Source: an optimization exercise on an open RTL-to-GDS flow (aim: small area). Production flows keep margins and buffers that such runs may drop. Only simulation tests tie the RTL to the original design; equivalence was not proved. Power is estimated from default activity; no workload was simulated.

// video_uut
module video_uut (
    input  wire         clk_i           , 
    input  wire         rst_i           , 
    input  wire         cen_i           , 
    input  wire         vid_sel_i       , 
    input  wire [29:0]  probes_i,
    input  wire [7:0]   square_length_1_i ,
    input  wire [7:0]   square_length_2_i ,
    input  wire [1:0]   speed_mult_1_i,
    input  wire [1:0]   speed_mult_2_i,
    input  wire [19:0]  vdat_bars_i     , 
    input  wire [19:0]  vdat_colour_i   , 
    input  wire [3:0]   fvht_i          , 
    output wire [3:0]   fvht_o          ,
    output wire [19:0]  video_o
);
reg [7:0]  square_length_1;
reg [7:0]  square_length_2;
reg [1:0]  speed_mult_1;
reg [1:0]  speed_mult_2;
reg [1:0]  speed_mult_3;
reg [3:0]  fvht_d1;
reg [3:0]  fvht_d2;
reg [3:0]  fvht_d3;
reg [11:0] column_counter;
reg [11:0] line_counter;
reg [19:0] probe_px;
reg [11:0] pos_x_1;
reg [10:0] pos_y_1;
reg [11:0] pos_x_2;
reg [10:0] pos_y_2;
reg [3:0]  direction;  
reg [19:0] sq1_px;
reg        sq1_on;
reg        sq2_on;
reg        sq2_odd;
reg [19:0] vdat_bars_d1;
reg [19:0] out_color;
reg [19:0] vid_d1;
function automatic [12:0] add12;    
    input [11:0] a;
    input [11:0] b;
    input        ci;
    integer i;
    reg c;
    begin
        c = ci;
        for (i = 0; i < 12; i = i + 1) begin
            add12[i] = a[i] ^ b[i] ^ c;
            c = (a[i] & b[i]) | (c & (a[i] ^ b[i]));
        end
        add12[12] = c;
    end
endfunction
function automatic lt12;            
    input [11:0] a;
    input [11:0] b;
  ...
For scale: about 1600 cells after synthesis, about 210 flip-flops, roughly 120 I/O pins, ~13000 um^2 of cells after synthesis.
Settings: LEC_CHECK=0, ABC_AREA=1, CAP_MARGIN=0, CORE_MARGIN=2, CORE_UTILIZATION=45, SLEW_MARGIN=0; clock period 6.7 ns.
standard.sh (not shown) runs the stock make flow with config.mk's settings and CLKGATE_MAP_FILE= SYNTH_SCRIPT=/design/flow/synth_recipe.tcl, a recipe that flattens the netlist after the stock synthesis.
==> flow/flow/run.sh <==
#!/bin/bash
# Standard ORFS flow with the standard synthesis, plus:
#  - area-driven restructuring of the combinational logic after floorplan
#  - port buffers from the smallest buffer cell
#  - clock tree of clkbuf_8 sink clusters (up to 14 flops), no dummy loads
set -euo pipefail
ARGS=("BUFFER_PORTS_ARGS=-buffer_cell sky130_fd_sc_hd__buf_1"
      "CTS_ARGS=-sink_clustering_enable -repair_clock_nets -buf_list sky130_fd_sc_hd__clkbuf_8 -sink_clustering_size 14 -sink_clustering_max_diameter 80 -dont_use_dummy_load")
bash standard.sh "${ARGS[@]}" floorplan > standard_floorplan.log 2>&1
export RES_DIR=$PWD/orfs/results/$FLOW_PLATFORM/video_uut/base
export RMP_DIR=$PWD/rmp
export DONT_USE="sky130_fd_sc_hd__probe_p_8 sky130_fd_sc_hd__probec_p_8 sky130_fd_sc_hd__lpflow_*"
# the mapping library for the restructuring leaves out the don't-use cells
mkdir -p "$RMP_DIR"
export RMP_LIB=$RMP_DIR/mapping.lib
python3 flow/filter_lib.py "$FLOW_HOME/platforms/sky130hd/lib/sky130_fd_sc_hd__tt_025C_1v80.lib" "$RMP_LIB" "$DONT_USE" > filter_lib.log 2>&1
openroad -no_init -exit flow/restructure.tcl > restructure.log 2>&1
bash standard.sh "${ARGS[@]}" finish > standard_finish.log 2>&1
Other scripts of this flow, unchanged in this note and not shown: flow/flow/filter_lib.py, flow/flow/restructure.tcl
Change:
- CAP_MARGIN: 0 -> 20
- SLEW_MARGIN: 0 -> 20
Outcome:
- global-route usage does not change
- synthesized area stays the same
- final cell count stays the same
Change:
- GPL_TIMING_DRIVEN: unset -> 0
After rerunning:
- The new run produced a clean layout
- power went up slightly
- core utilization went up by 0.25 points
- combinational power went up slightly
- final area went up slightly
- area after synthesis is unchanged
- register-to-register slack loses 0.78 ns
- global-route usage went up by 0.41 points

========
Setup of birch:
The RTL this note starts from:
==> flow/design.v <==
module video_uut (
    input  wire         clk_i           , 
    input  wire         rst_i           , 
    input  wire         cen_i           , 
    input  wire         vid_sel_i       , 
    input  wire [29:0]  probes_i,
    input  wire [7:0]   square_length_1_i ,
    input  wire [7:0]   square_length_2_i ,
    input  wire [1:0]   speed_mult_1_i,
    input  wire [1:0]   speed_mult_2_i,
    input  wire [19:0]  vdat_bars_i     , 
    input  wire [19:0]  vdat_colour_i   , 
    input  wire [3:0]   fvht_i          , 
    output wire [3:0]   fvht_o          ,
    output wire [19:0]  video_o
);
reg [7:0]  square_length_1;
reg [7:0]  square_length_2;
reg [1:0]  speed_mult_1;
reg [1:0]  speed_mult_2;
reg [1:0]  speed_mult_3;
reg [3:0]  fvht_d1;
reg [3:0]  fvht_d2;
reg [3:0]  fvht_d3;
reg [11:0] column_counter;
reg [11:0] line_counter;
reg [19:0] probe_px;
reg [11:0] pos_x_1;
reg [10:0] pos_y_1;
reg [11:0] pos_x_2;
reg [10:0] pos_y_2;
reg [3:0]  direction;  
reg [19:0] sq1_px;
reg        sq1_on;
reg        sq2_on;
reg        sq2_odd;
reg [19:0] vdat_bars_d1;
reg [19:0] out_color;
reg [19:0] vid_d1;
function automatic [12:0] add12;    
    input [11:0] a;
    input [11:0] b;
    input        ci;
    integer i;
    reg c;
    begin
        c = ci;
        for (i = 0; i < 12; i = i + 1) begin
            add12[i] = a[i] ^ b[i] ^ c;
            c = (a[i] & b[i]) | (c & (a[i] ^ b[i]));
        end
        add12[12] = c;
    end
endfunction
function automatic lt12;            
    input [11:0] a;
    input [11:0] b;
    integer i;
    reg l;
    begin
        l = 1'b0;
        for (i = 0; i < 12; i = i + 1)
            l = (~a[i] & b[i]) | (~a[i] & l) | (b[i] & l);
        lt12 = l;
    end
endfunction
localparam [19:0] FLAT = {10'h050, 10'h200};
wire h_in = fvht_i[1];
wire h_d  = fvht_d1[1];
wire h_neg = ~h_in & h_d;
wire h_pos = h_in & ~h_d;
wire new_frame = fvht_i[2] & ~fvht_d1[2];
wire col_clr  = rst_i | (cen_i & h_neg);
wire line_clr = rst_i | (cen_i & h_pos & new_frame);
wire line_en  = cen_i & h_pos;
wire nf       = cen_i & new_frame;
wire [12:0] col_inc  = add12(column_counter, 12'd0, cen_i);
wire [12:0] line_inc = add12(line_counter, 12'd0, line_en);
wire [11:0] column_next = col_clr ? 12'd0 : col_inc[11:0];
wire [11:0] line_next   = line_clr ? 12'd0 : line_inc[11:0];
wire [12:0] sx1  = add12(pos_x_1, {4'b0, square_length_1}, 1'b0);
wire [12:0] sy1f = add12({1'b0, pos_y_1}, {4'b0, square_length_1}, 1'b0);
wire [12:0] sx2  = add12(pos_x_2, {4'b0, square_length_2}, 1'b0);
wire [12:0] sy2f = add12({1'b0, pos_y_2}, {4'b0, square_length_2}, 1'b0);
wire [10:0] sy1 = sy1f[10:0];
wire [10:0] sy2 = sy2f[10:0];
wire hit1 = lt12(pos_x_1, column_counter) && lt12(column_counter, sx1[11:0]) &&
            lt12({1'b0, pos_y_1}, line_counter) && lt12(line_counter, {1'b0, sy1});
wire hit2 = lt12(pos_x_2, column_counter) && lt12(column_counter, sx2[11:0]) &&
            lt12({1'b0, pos_y_2}, line_counter) && lt12(line_counter, {1'b0, sy2});
wire [3:0] p1 = (speed_mult_1 * speed_mult_3) & {4{nf}};
wire [3:0] p2 = (speed_mult_2 * speed_mult_3) & {4{nf}};
wire [12:0] mx1 = add12(pos_x_1, {{7{direction[0]}}, {p1, 1'b0} ^ {5{direction[0]}}}, direction[0]);
wire [12:0] my1 = add12({1'b0, pos_y_1}, {{7{direction[1]}}, {p1, 1'b0} ^ {5{direction[1]}}}, direction[1]);
wire [12:0] mx2 = add12(pos_x_2, {{7{direction[2]}}, {p2, 1'b0} ^ {5{direction[2]}}}, direction[2]);
wire [12:0] my2 = add12({1'b0, pos_y_2}, {{7{direction[3]}}, {p2, 1'b0} ^ {5{direction[3]}}}, direction[3]);
wire x1_oob = pos_x_1[11] | (pos_x_1[10:3] == 8'd0 && pos_x_1[2:0] < 3'd6);
wire x1_hi  = sx1 > 13'd1919;
wire y1_hi  = sy1 >= 11'd1124;
wire y1_lo  = pos_y_1 <= 11'd45;
wire x2_oob = pos_x_2[11] | (pos_x_2[10:3] == 8'd0 && pos_x_2[2:0] < 3'd6);
wire x2_hi  = sx2 >= 13'd1919;
wire y2_hi  = sy2 >= 11'd1124;
wire y2_lo  = pos_y_2 <= 11'd45;
wire [11:0] pos_x_1_next = (nf & x1_oob) ? 12'd6 :
                           (nf & x1_hi)  ? 12'd1918 - {4'b0, square_length_1} : mx1[11:0];
wire [10:0] pos_y_1_next = (nf & y1_hi)  ? 11'd1119 - {3'b0, square_length_1} :
                           (nf & y1_lo)  ? 11'd50 : my1[10:0];
wire [11:0] pos_x_2_next = (nf & x2_oob) ? 12'd6 :
                           (nf & x2_hi)  ? 12'd1915 - {4'b0, square_length_2} : mx2[11:0];
wire [10:0] pos_y_2_next = (nf & y2_hi)  ? 11'd1123 - {3'b0, square_length_2} :
                           (nf & y2_lo)  ? 11'd50 : my2[10:0];
wire [3:0] direction_next = {
    (nf & y2_hi) ? 1'b1 : (nf & y2_lo) ? 1'b0 : direction[3],
    (nf & x2_oob) ? 1'b0 : (nf & x2_hi) ? 1'b1 : direction[2],
    (nf & y1_hi) ? 1'b1 : (nf & y1_lo) ? 1'b0 : direction[1],
    (nf & x1_oob) ? 1'b0 : (nf & x1_hi) ? 1'b1 : direction[0]};
wire [19:0] probe_sel = {probes_i[29:20], column_next[0] ? probes_i[9:0] : probes_i[19:10]};
wire [19:0] sq2 = {10'h216, sq2_odd ? 10'h0cf : 10'h0fd};
wire both  = sq1_on & sq2_on;
wire any   = sq1_on | sq2_on;
wire mixed = vid_sel_i ? any : both;
wire [19:0] opx = sq1_on ? sq1_px : sq2_on ? sq2 : vid_sel_i ? vdat_bars_d1 : FLAT;
wire [19:0] opy = mixed ? (both ? sq2 : vdat_bars_d1) : 20'd0;
wire [12:0] sum_lf = add12({2'b0, opx[19:10]}, {2'b0, opy[19:10]}, 1'b0);
wire [12:0] sum_cf = add12({2'b0, opx[9:0]}, {2'b0, opy[9:0]}, 1'b0);
wire [19:0] out_next = {sum_lf[9:0], mixed ? {1'b0, sum_cf[9:1]} : sum_cf[9:0]};
always @(posedge clk_i) begin
    column_counter <= column_next;
    line_counter   <= line_next;
    if (rst_i) begin
        pos_x_1 <= 0;
        pos_y_1 <= 0;
        pos_x_2 <= 0;
        pos_y_2 <= 0;
    end else begin
        pos_x_1 <= pos_x_1_next;
        pos_y_1 <= pos_y_1_next;
        pos_x_2 <= pos_x_2_next;
        pos_y_2 <= pos_y_2_next;
    end
end
always @(posedge clk_i)
    direction <= direction_next;
always @(posedge clk_i) begin
    if (rst_i) begin
        speed_mult_2 <= 0;
        fvht_d1 <= 0;
        fvht_d2 <= 0;
        fvht_d3 <= 0;
        sq1_on <= 0;
        sq2_on <= 0;
        vdat_bars_d1 <= 0;
        out_color <= 0;
        vid_d1 <= 0;
    end else if (cen_i) begin
        speed_mult_2 <= (~|speed_mult_2_i) ? 2'd1 : speed_mult_2_i;
        fvht_d1 <= fvht_i;
        fvht_d2 <= fvht_d1;
        fvht_d3 <= fvht_d2;
        sq1_on <= hit1 && (|probe_px);
        sq2_on <= hit2;
        vdat_bars_d1 <= vdat_bars_i;
        out_color <= out_next;
        vid_d1 <= out_color;
    end
end
always @(posedge clk_i) begin
    if (cen_i) begin
        square_length_1 <= (~|square_length_1_i) ? 8'd50 : square_length_1_i;
        square_length_2 <= (~|square_length_2_i) ? 8'd50 : square_length_2_i;
        speed_mult_1 <= (~|speed_mult_1_i) ? 2'd1 : speed_mult_1_i;
        speed_mult_3 <= speed_mult_2;
        probe_px <= probe_sel;
        sq1_px <= probe_px;
        sq2_odd <= column_counter[0];
    end
end
assign fvht_o  = fvht_d3;
assign video_o = vid_d1;
endmodule
==> flow/config.mk <==
export PLATFORM = sky130hd
export DESIGN_NAME = video_uut
export DESIGN_NICKNAME = video_uut
export VERILOG_FILES = /design/flow/design.v
export SDC_FILE = /design/flow/constraint.sdc
export NUM_CORES = 4
export LEC_CHECK = 0
export CAP_MARGIN = 20
export CORE_MARGIN = 2
export CORE_UTILIZATION = 45
export SLEW_MARGIN = 20
==> flow/constraint.sdc <==
create_clock -name core_clock -period 6.7 [get_ports {clk_i}]
set_input_delay 1.3400 -clock core_clock [delete_from_list [all_inputs] [get_ports {clk_i}]]
set_output_delay 1.3400 -clock core_clock [all_outputs]
set_load 0.01 [all_outputs]
==> flow/flow/run.sh <==
#!/bin/bash
# Standard ORFS flow with the standard synthesis, plus:
#  - area-driven restructuring of the combinational logic after floorplan
#  - port buffers from the smallest buffer cell
#  - clock tree of clkbuf_8 sink clusters (up to 14 flops), no dummy loads
set -euo pipefail
ARGS=("BUFFER_PORTS_ARGS=-buffer_cell sky130_fd_sc_hd__buf_1"
      "CTS_ARGS=-sink_clustering_enable -repair_clock_nets -buf_list sky130_fd_sc_hd__clkbuf_8 -sink_clustering_size 20 -sink_clustering_max_diameter 50 -dont_use_dummy_load")
bash standard.sh "${ARGS[@]}" floorplan > standard_floorplan.log 2>&1
export RES_DIR=$PWD/orfs/results/$FLOW_PLATFORM/video_uut/base
export RMP_DIR=$PWD/rmp
export DONT_USE="sky130_fd_sc_hd__probe_p_8 sky130_fd_sc_hd__probec_p_8 sky130_fd_sc_hd__lpflow_*"
# the mapping library for the restructuring leaves out the don't-use cells
mkdir -p "$RMP_DIR"
export RMP_LIB=$RMP_DIR/mapping.lib
python3 flow/filter_lib.py "$FLOW_HOME/platforms/sky130hd/lib/sky130_fd_sc_hd__tt_025C_1v80.lib" "$RMP_LIB" "$DONT_USE" > filter_lib.log 2>&1
openroad -no_init -exit flow/restructure.tcl > restructure.log 2>&1
bash standard.sh "${ARGS[@]}" finish > standard_finish.log 2>&1
Other scripts of this flow, unchanged in this note and not shown: flow/flow/filter_lib.py, flow/flow/restructure.tcl
### birch -> oak
--- a/flow/flow/run.sh
+++ b/flow/flow/run.sh
@@ -8 +8 @@
-      "CTS_ARGS=-sink_clustering_enable -repair_clock_nets -buf_list sky130_fd_sc_hd__clkbuf_8 -sink_clustering_size 20 -sink_clustering_max_diameter 50 -dont_use_dummy_load")
+      "CTS_ARGS=-sink_clustering_enable -repair_clock_nets -buf_list {sky130_fd_sc_hd__clkbuf_4 sky130_fd_sc_hd__clkbuf_8} -sink_clustering_size 14 -sink_clustering_max_diameter 80 -dont_use_dummy_load")
### Flow results
- oak vs birch, timing endpoint of the critical path: pos_y_1[4]$_SDFF_PP0_ vs pos_y_1[1]$_SDFF_PP0_
- oak vs birch — sequential fraction of total cell area rose 0.42 points.
- Diff birch -> oak: total routed wirelength lost 0.37%, first-pass GRT wire length lost 0.34%.
- oak vs birch — clock buffer instance count of the final layout dropped 11.
- Changes observed in oak relative to birch: multiplexer area fraction after synthesis flat; max-slew violation count flat; post-route clock period utilization down 0.86 points; portion of total power attributed to sequential cells up 1.9 points; worst hold slack after final layout up 42 ps.

## what the ideal ports hide
The flow's constraints put no driver on any port. The routed layouts listed below were extracted and timed again, unchanged, in two steps.
Step 1 sets driving cells, clkbuf_16 on the clock port and buf_2 on the other inputs (assumed; they add their load-dependent delay and slew).
Step 2 times the ports against the registers' clock, not the clock port: input delays grow and output delays shrink by t, the midpoint of the rising clock arrivals with the driver on.
Three values: ideal, step 1, step 2; two values: the first two.
| run | shift t [ns] | setup slack, ns | cell pins on the clock port's net |
|---|---|---|---|
| the first run of note 1 | 0.571 | 1.381 / 1.381 / 0.999 | 1 |
| the second run of note 1 | 0.571 | 1.381 / 1.381 / 0.999 | 1 |
| the third run of note 1 | 0.562 | 0.605 / 0.605 / 0.169 | 1 |
| birch | 0.609 | 1.002 / 1.002 / 0.723 | 1 |
| oak | 0.553 | 1.059 / 1.059 / 0.699 | 1 |
After both steps every run listed still meets setup and hold. The setup slack of the third run of note 1, which loses most, moves by 0.000 ns with the drivers and by -0.436 ns with both steps.
